This is an optimization exercise on Yosys and OpenROAD, whose aim is small area, a short achievable clock period and few clock cycles, not a production implementation. Function was checked by simulation only, so behaviour that the tests miss may differ from the original.

==> inputs of trial 86 <==
// RV32core
module RV32core (
    input clk,   
    input rst,   
    output [31:0] imem_addr,
    input  [31:0] imem_rdata,
    output [31:0] dmem_addr,
    output [31:0] dmem_wdata,
    output        dmem_we,
    output [ 1:0] dmem_size,
    input  [31:0] dmem_rdata
);
  reg        e_valid;
  reg [31:0] e_a, e_b, e_imm;
  reg [ 4:0] e_rd;
  reg        e_wr;       
  reg [ 2:0] e_f3;
  reg        e_sub, e_sra, e_load, e_store, e_jal, e_jalr;
  reg        e_lui, e_auipc, e_mul, e_div;
  reg [ 5:0] e_bsel;     
  reg [31:0] fpc;        
  reg        m2_valid;   
  reg [ 4:0] m2_rd;
  wire [31:0] alu_res;
  FU_ALU alu (
      .a(e_a),
      .b(e_b),
      .f3(e_f3),
      .sub(e_sub),
      .sra(e_sra),
      .res(alu_res)
  );
  wire [31:0] addr = e_a + e_imm;
  wire [31:0] pc_tgt = fpc + e_imm;
  wire b_eq = (e_a == e_b);
  wire b_ltu = (e_a < e_b);
  wire b_lt = ({~e_a[31], e_a[30:0]} < {~e_b[31], e_b[30:0]});
  wire br_cond = (e_bsel[0] & b_eq) | (e_bsel[1] & ~b_eq) |
                 (e_bsel[2] & b_lt) | (e_bsel[3] & ~b_lt) |
                 (e_bsel[4] & b_ltu) | (e_bsel[5] & ~b_ltu);
  wire taken_pc = e_valid & (e_jal | br_cond);    
  wire taken_reg = e_valid & e_jalr;              
  wire taken = taken_pc | taken_reg;
  wire [31:0] mul_res;
  FU_mul mul (
      .clk(clk),
      .a(e_a),
      .b(e_b),
      .op(e_f3[1:0]),
      .res(mul_res)
  );
  wire [31:0] div_res;
  wire [4:0] div_rd;
  wire div_busy, div_fin, div_wr;
  FU_div div (
      .clk(clk),
      .rst(rst),
      .start(e_valid & e_div),
      .a(e_a),
      .b(e_b),
      .op(e_f3[1:0]),
      .rd_in(e_rd),
      .wr(div_wr),
      .busy(div_busy),
      .fin(div_fin),
      .rd(div_rd),
      .res(div_res)
  );
  reg [31:0] ld;
  always @(*) begin
    case (e_f3)
  ...
clock: 14.0 ns
lec_check: 0
abc_area: 1
cap_margin: 20
core_margin: 2
core_utilization: 50
place_density: 0.6
slew_margin: 20
standard.sh (not shown) runs the stock make flow with config.mk's settings and CLKGATE_MAP_FILE= SYNTH_SCRIPT=/design/flow/synth_recipe.tcl, a recipe that flattens the netlist after the stock synthesis.
==> flow/flow/run.sh <==
#!/bin/bash
# The standard layout, with timing repair aiming at 8 ns of setup slack
# instead of 0 so that the achieved period keeps shrinking past the target.
set -euo pipefail
bash standard.sh SETUP_SLACK_MARGIN=8 finish > standard_flow.log 2>&1
==> inputs of trial 63, as changes to trial 86 <==
--- a/flow/design.v
+++ b/flow/design.v
@@ -9,29 +9,39 @@
     input [4:0] wa,
     input [31:0] wd
 );
   reg [31:0] r[1:31];
   always @(posedge clk) begin
     if (we && wa != 5'd0) r[wa] <= wd;
   end
-  assign rd1 = (ra1 == 5'd0) ? 32'd0 : r[ra1];
-  assign rd2 = (ra2 == 5'd0) ? 32'd0 : r[ra2];
+  reg [31:0] o1, o2;
+  integer i;
+  always @(*) begin
+    o1 = 32'd0;
+    o2 = 32'd0;
+    for (i = 1; i < 32; i = i + 1) begin
+      o1 = o1 | ({32{ra1 == i}} & r[i]);
+      o2 = o2 | ({32{ra2 == i}} & r[i]);
+    end
+  end
+  assign rd1 = o1;
+  assign rd2 = o2;
 endmodule
 `timescale 1ns / 1ps
 module FU_ALU (
     input [31:0] a,
     input [31:0] b,
     input [2:0] f3,
     input sub,    
     input sra,    
+    input lt,     
+    input ltu,
     output [31:0] res
 );
-  wire [32:0] sum = {1'b0, a} + {1'b0, sub ? ~b : b} + {32'd0, sub};
-  wire ltu = ~sum[32];
-  wire lt  = (a[31] ^ b[31]) ? a[31] : sum[31];
+  wire [31:0] sum = a + (sub ? ~b : b) + {31'd0, sub};
   wire [4:0] sh = b[4:0];
   wire left = ~f3[2];
   reg [31:0] a_rev;
   integer i;
   always @(*) for (i = 0; i < 32; i = i + 1) a_rev[i] = a[31 - i];
   wire fill = sra & a[31] & ~left;
   wire [31:0] s0 = left ? a_rev : a;
@@ -41,29 +51,30 @@
   wire [31:0] s4 = sh[3] ? {{8{fill}}, s3[31:8]} : s3;
   wire [31:0] sr = sh[4] ? {{16{fill}}, s4[31:16]} : s4;
   reg [31:0] sl;
   always @(*) for (i = 0; i < 32; i = i + 1) sl[i] = sr[31 - i];
   reg [31:0] r;
   always @(*) begin
     case (f3)
-      3'd0: r = sum[31:0];
+      3'd0: r = sum;
       3'd1: r = sl;
       3'd2: r = {31'd0, lt};
       3'd3: r = {31'd0, ltu};
       3'd4: r = a ^ b;
       3'd5: r = sr;
       3'd6: r = a | b;
       default: r = a & b;
     endcase
   end
   assign res = r;
 endmodule
 `timescale 1ns / 1ps
 module FU_mul (
     input clk,
+    input ld,
     input [31:0] a,
     input [31:0] b,
     input [1:0] op,   
     output [31:0] res
 );
   wire a_s = (op == 2'd1) | (op == 2'd2);
   wire b_s = (op == 2'd1);
@@ -1732,30 +1743,33 @@
   wire t1660 = t1537 ^ t575 ^ t609;
   wire t1661 = (t1537 & t575) | (t1537 & t609) | (t575 & t609);
   wire [63:0] sx = {t1659, t1657, t1655, t1653, t1651, t1649, t1647, t1645, t1643, t1641, t1639, t1637, t1635, t1633, t1631, t1629, t1627, t1625, t1623, t1621, t1619, t1617, t1615, t1613, t1611, t1609, t1607, t1605, t1603, t1601, t1599, t1597, t1595, t1593, t1591, t1589, t1587, t1585, t1583, t1581, t1579, t1577, t1575, t1573, t1571, t1569, t1567, t1565, t1563, t1561, t1559, t1557, t1555, t1553, t1551, t1549, t1547, t1545, t1543, t1541, t1539, t1538, t3, t2};
   wire [63:0] sy = {t1660, t1658, t1656, t1654, t1652, t1650, t1648, t1646, t1644, t1642, t1640, t1638, t1636, t1634, t1632, t1630, t1628, t1626, t1624, t1622, t1620, t1618, t1616, t1614, t1612, t1610, t1608, t1606, t1604, t1602, t1600, t1598, t1596, t1594, t1592, t1590, t1588, t1586, t1584, t1582, t1580, t1578, t1576, t1574, t1572, t1570, t1568, t1566, t1564, t1562, t1560, t1558, t1556, t1554, t1552, t1550, t1548, t1546, t1544, t1542, t1540, bx[3], 1'b0, bx[1]};
   reg [63:0] rx, ry;
   reg hi;
   always @(posedge clk) begin
-    rx <= sx;
-    ry <= sy;
-    hi <= (op != 2'd0);
+    if (ld) begin
+      rx <= sx;
+      ry <= sy;
+      hi <= (op != 2'd0);
+    end
   end
   wire [63:0] prod = rx + ry;
   assign res = hi ? prod[63:32] : prod[31:0];
 endmodule
 `timescale 1ns / 1ps
 module FU_div (
     input clk,
     input rst,
     input start,        
     input [31:0] a,
     input [31:0] b,
     input [1:0] op,     
     input [4:0] rd_in,
+    input kill,         
     input wr,           
     output busy,        
     output fin,
     output reg [4:0] rd,
     output [31:0] res
 );
   function [4:0] clz32(input [31:0] x);
@@ -1802,21 +1816,24 @@
       rem <= ua;
       dvs <= ub;
       quo <= 32'd0;
       sh <= zb - za;
       is_rem <= op[1];
       dz <= b_zero;
       neg <= op[1] ? sa : (sa ^ sb);
-      rd <= rd_in;
     end else if (state == ITER) begin
       if (ge) rem <= diff[31:0];
       quo <= {quo[30:0], ge};
       sh <= sh - 5'd1;
     end
   end
+  always @(posedge clk) begin
+    if (state == IDLE) rd <= kill ? 5'd0 : rd_in;
+    else if (kill) rd <= 5'd0;
+  end
   wire [31:0] val = is_rem ? rem : quo;
   wire [31:0] sres = (val ^ {32{neg}}) + {31'd0, neg};
   assign busy = (state != IDLE);
   assign fin = (state == FIN);
   assign res = (dz & ~is_rem) ? 32'hFFFF_FFFF : sres;
 endmodule
 `timescale 1ns / 1ps
@@ -1845,30 +1862,47 @@
   wire [31:0] alu_res;
   FU_ALU alu (
       .a(e_a),
       .b(e_b),
       .f3(e_f3),
       .sub(e_sub),
       .sra(e_sra),
+      .lt(b_lt),
+      .ltu(b_ltu),
       .res(alu_res)
   );
   wire [31:0] addr = e_a + e_imm;
   wire [31:0] pc_tgt = fpc + e_imm;
-  wire b_eq = (e_a == e_b);
-  wire b_ltu = (e_a < e_b);
-  wire b_lt = ({~e_a[31], e_a[30:0]} < {~e_b[31], e_b[30:0]});
+  reg [30:0] c_gt, c_eq;
+  integer ci, cw;
+  always @(*) begin
+    c_gt = e_a[30:0] & ~e_b[30:0];
+    c_eq = ~(e_a[30:0] ^ e_b[30:0]);
+    for (cw = 1; cw < 31; cw = cw * 2)
+      for (ci = 0; ci < 31; ci = ci + 2 * cw)
+        if (ci + cw < 31) begin
+          c_gt[ci] = c_gt[ci + cw] | (c_eq[ci + cw] & c_gt[ci]);
+          c_eq[ci] = c_eq[ci + cw] & c_eq[ci];
+        end
+  end
+  wire lo_lt = ~c_gt[0] & ~c_eq[0];
+  wire hi_eq = ~(e_a[31] ^ e_b[31]);
+  wire b_eq = hi_eq & c_eq[0];
+  wire b_ltu = (~e_a[31] & e_b[31]) | (hi_eq & lo_lt);
+  wire b_lt = (e_a[31] & ~e_b[31]) | (hi_eq & lo_lt);
   wire br_cond = (e_bsel[0] & b_eq) | (e_bsel[1] & ~b_eq) |
                  (e_bsel[2] & b_lt) | (e_bsel[3] & ~b_lt) |
                  (e_bsel[4] & b_ltu) | (e_bsel[5] & ~b_ltu);
   wire taken_pc = e_valid & (e_jal | br_cond);    
   wire taken_reg = e_valid & e_jalr;              
   wire taken = taken_pc | taken_reg;
   wire [31:0] mul_res;
   FU_mul mul (
       .clk(clk),
+      .ld(e_valid & e_mul),
       .a(e_a),
       .b(e_b),
       .op(e_f3[1:0]),
       .res(mul_res)
   );
   wire [31:0] div_res;
   wire [4:0] div_rd;
@@ -1877,14 +1911,15 @@
       .clk(clk),
       .rst(rst),
       .start(e_valid & e_div),
       .a(e_a),
       .b(e_b),
       .op(e_f3[1:0]),
       .rd_in(e_rd),
+      .kill(dkill),
       .wr(div_wr),
       .busy(div_busy),
       .fin(div_fin),
       .rd(div_rd),
       .res(div_res)
   );
   reg [31:0] ld;
@@ -1902,23 +1937,24 @@
     if (e_load) wb_data = ld;
     else if (e_jal | e_jalr) wb_data = fpc;
     else if (e_auipc) wb_data = pc_tgt;
     else if (e_lui) wb_data = e_b;
     else wb_data = alu_res;
   end
   wire wb_en = e_valid & e_wr & ~e_div & ~e_mul;
+  wire m2_wr = m2_valid & ~wb_en;
   assign div_wr = div_fin & ~wb_en & ~m2_valid;
-  wire rf_we = wb_en | m2_valid | (div_wr & (div_rd != 5'd0));
+  wire rf_we = wb_en | m2_wr | (div_wr & (div_rd != 5'd0));
   wire [4:0] rf_wa = wb_en ? e_rd : m2_valid ? m2_rd : div_rd;
   wire [31:0] rf_wd = wb_en ? wb_data : m2_valid ? mul_res : div_res;
   always @(posedge clk or posedge rst) begin
     if (rst) m2_valid <= 1'b0;
-    else m2_valid <= e_valid & e_mul & e_wr;
+    else m2_valid <= ((e_valid & e_mul & e_wr) | (m2_valid & ~m2_wr)) & ~mkill;
   end
-  always @(posedge clk) m2_rd <= e_rd;
+  always @(posedge clk) if (e_valid & e_mul) m2_rd <= e_rd;
   assign dmem_addr  = addr;
   assign dmem_wdata = e_b;
   assign dmem_we    = e_valid & e_store;
   assign dmem_size  = e_f3[1:0];
   wire [31:0] fetch_pc = taken_pc ? pc_tgt : taken_reg ? addr : fpc;
   assign imem_addr = fetch_pc;
   wire [31:0] inst = imem_rdata;
@@ -1963,20 +1999,22 @@
   wire use_rs1 = ~(d_lui | d_auipc | d_jal);
   wire use_rs2 = d_op | d_store | d_branch;
   wire has_rd  = ~(d_store | d_branch);
   wire dpend = (e_valid & e_div) | (div_busy & ~div_wr);
   wire [4:0] dpend_rd = div_busy ? div_rd : e_rd;
   wire dhold = dpend & ((d_md & f3[2]) |
                         (use_rs1 & (rs1 == dpend_rd)) |
-                        (use_rs2 & (rs2 == dpend_rd)) |
-                        (has_rd & (rd == dpend_rd)));
-  wire mhold = e_valid & e_mul & (has_rd |
-                                  (use_rs1 & (rs1 == e_rd)) |
-                                  (use_rs2 & (rs2 == e_rd)));
+                        (use_rs2 & (rs2 == dpend_rd)));
+  wire mpend = (e_valid & e_mul & e_wr) | (m2_valid & ~m2_wr);
+  wire [4:0] mpend_rd = (e_valid & e_mul) ? e_rd : m2_rd;
+  wire mhold = mpend & ((use_rs1 & (rs1 == mpend_rd)) |
+                        (use_rs2 & (rs2 == mpend_rd)));
   wire hold = dhold | mhold;
+  wire dkill = ~hold & dpend & has_rd & (rd == dpend_rd);
+  wire mkill = ~hold & mpend & has_rd & (rd == mpend_rd);
   always @(posedge clk or posedge rst) begin
     if (rst) begin
       e_valid <= 1'b0;
       fpc <= 32'd0;
     end else begin
       e_valid <= ~hold;
       fpc <= hold ? fetch_pc : fetch_pc + 32'd4;
@@ -1986,16 +2024,15 @@
     begin
       e_a <= op_a;
       e_b <= op_b;
       e_imm <= imm_addr;
       e_rd <= rd;
       e_wr <= (rd != 5'd0) & ~(d_store | d_branch);
       e_f3 <= f3;
-      e_sub <= (d_op & ~inst[25] & inst[30] & (f3 == 3'd0)) |
-               ((d_op | d_opimm) & (f3 == 3'd2 | f3 == 3'd3));
+      e_sub <= d_op & ~inst[25] & inst[30] & (f3 == 3'd0);
       e_sra <= inst[30];
       e_load <= d_load;
       e_store <= d_store;
       e_jal <= d_jal;
       e_jalr <= d_jalr;
       e_lui <= d_lui;
       e_auipc <= d_auipc;
- CORE_UTILIZATION: 50 -> 40
- PLACE_DENSITY: 0.6 -> 0.5
==> qor summary <==
quantity                                                                      trial 63                 trial 86
Outcome                                                        complete, no violations  complete, no violations
Met1 usage                                                                      49.98%                   56.29%
Placed wire-length estimate after detailed placement                        392,300 um               344,500 um
Fraction of standard cell area in multi-input logic                             48.03%                   50.55%
Largest fanout on the critical path                                                 12                        4
Fin cells                                                                       16,584                   16,918
Non-clock buffer instance count of the final layout                                753                      769
Diodes inserted                                                                     20                       19
Multiplexer area fraction after synthesis                                      0.1135%                  0.1098%
Synth Net Count                                                                 13,538                   14,785
Share of the clock period used by the worst path after layout                   50.24%                   49.38%
Final-layout fill cell count                                                    25,610                   19,373
Testbench counts of trial 86, summed over its fixed seeds: cycles 13,008.
Testbench counts of trial 63, summed over its fixed seeds: cycles 12,318.

## afterwards: timing with drivers on the ports
The flow's constraints put no driver on any port. The routed layouts listed below were extracted and timed again, unchanged, in two steps.
Step 1 sets driving cells, clkbuf_16 on the clock port and buf_2 on the other inputs (assumed; they add their load-dependent delay and slew).
Step 2 adds t to the input delays and takes it off the output delays; t is the mean of the earliest and latest rising clock arrival at the registers after step 1. Input paths then give back, and output paths get back, about the clock's delay inside the block.
Slacks: ideal ports / drivers / drivers and shift; pairs: ideal ports / drivers.
run	shift t [ns]	setup slack, ns	hold slack, ns	worst register clock-pin slew, ns	worst data-port slew with drivers (ns)
trial 86	0.931	7.087 / 6.985 / 7.054	0.413 / 0.413 / 0.413	0.07 / 0.07	0.14
trial 63	0.940	6.966 / 6.865 / 6.957	0.473 / 0.473 / 0.473	0.08 / 0.08	0.18
After both steps setup and hold are still met in every run listed. The setup slack of trial 86, which loses most, moves by -0.102 ns with the drivers and by -0.033 ns with both steps.
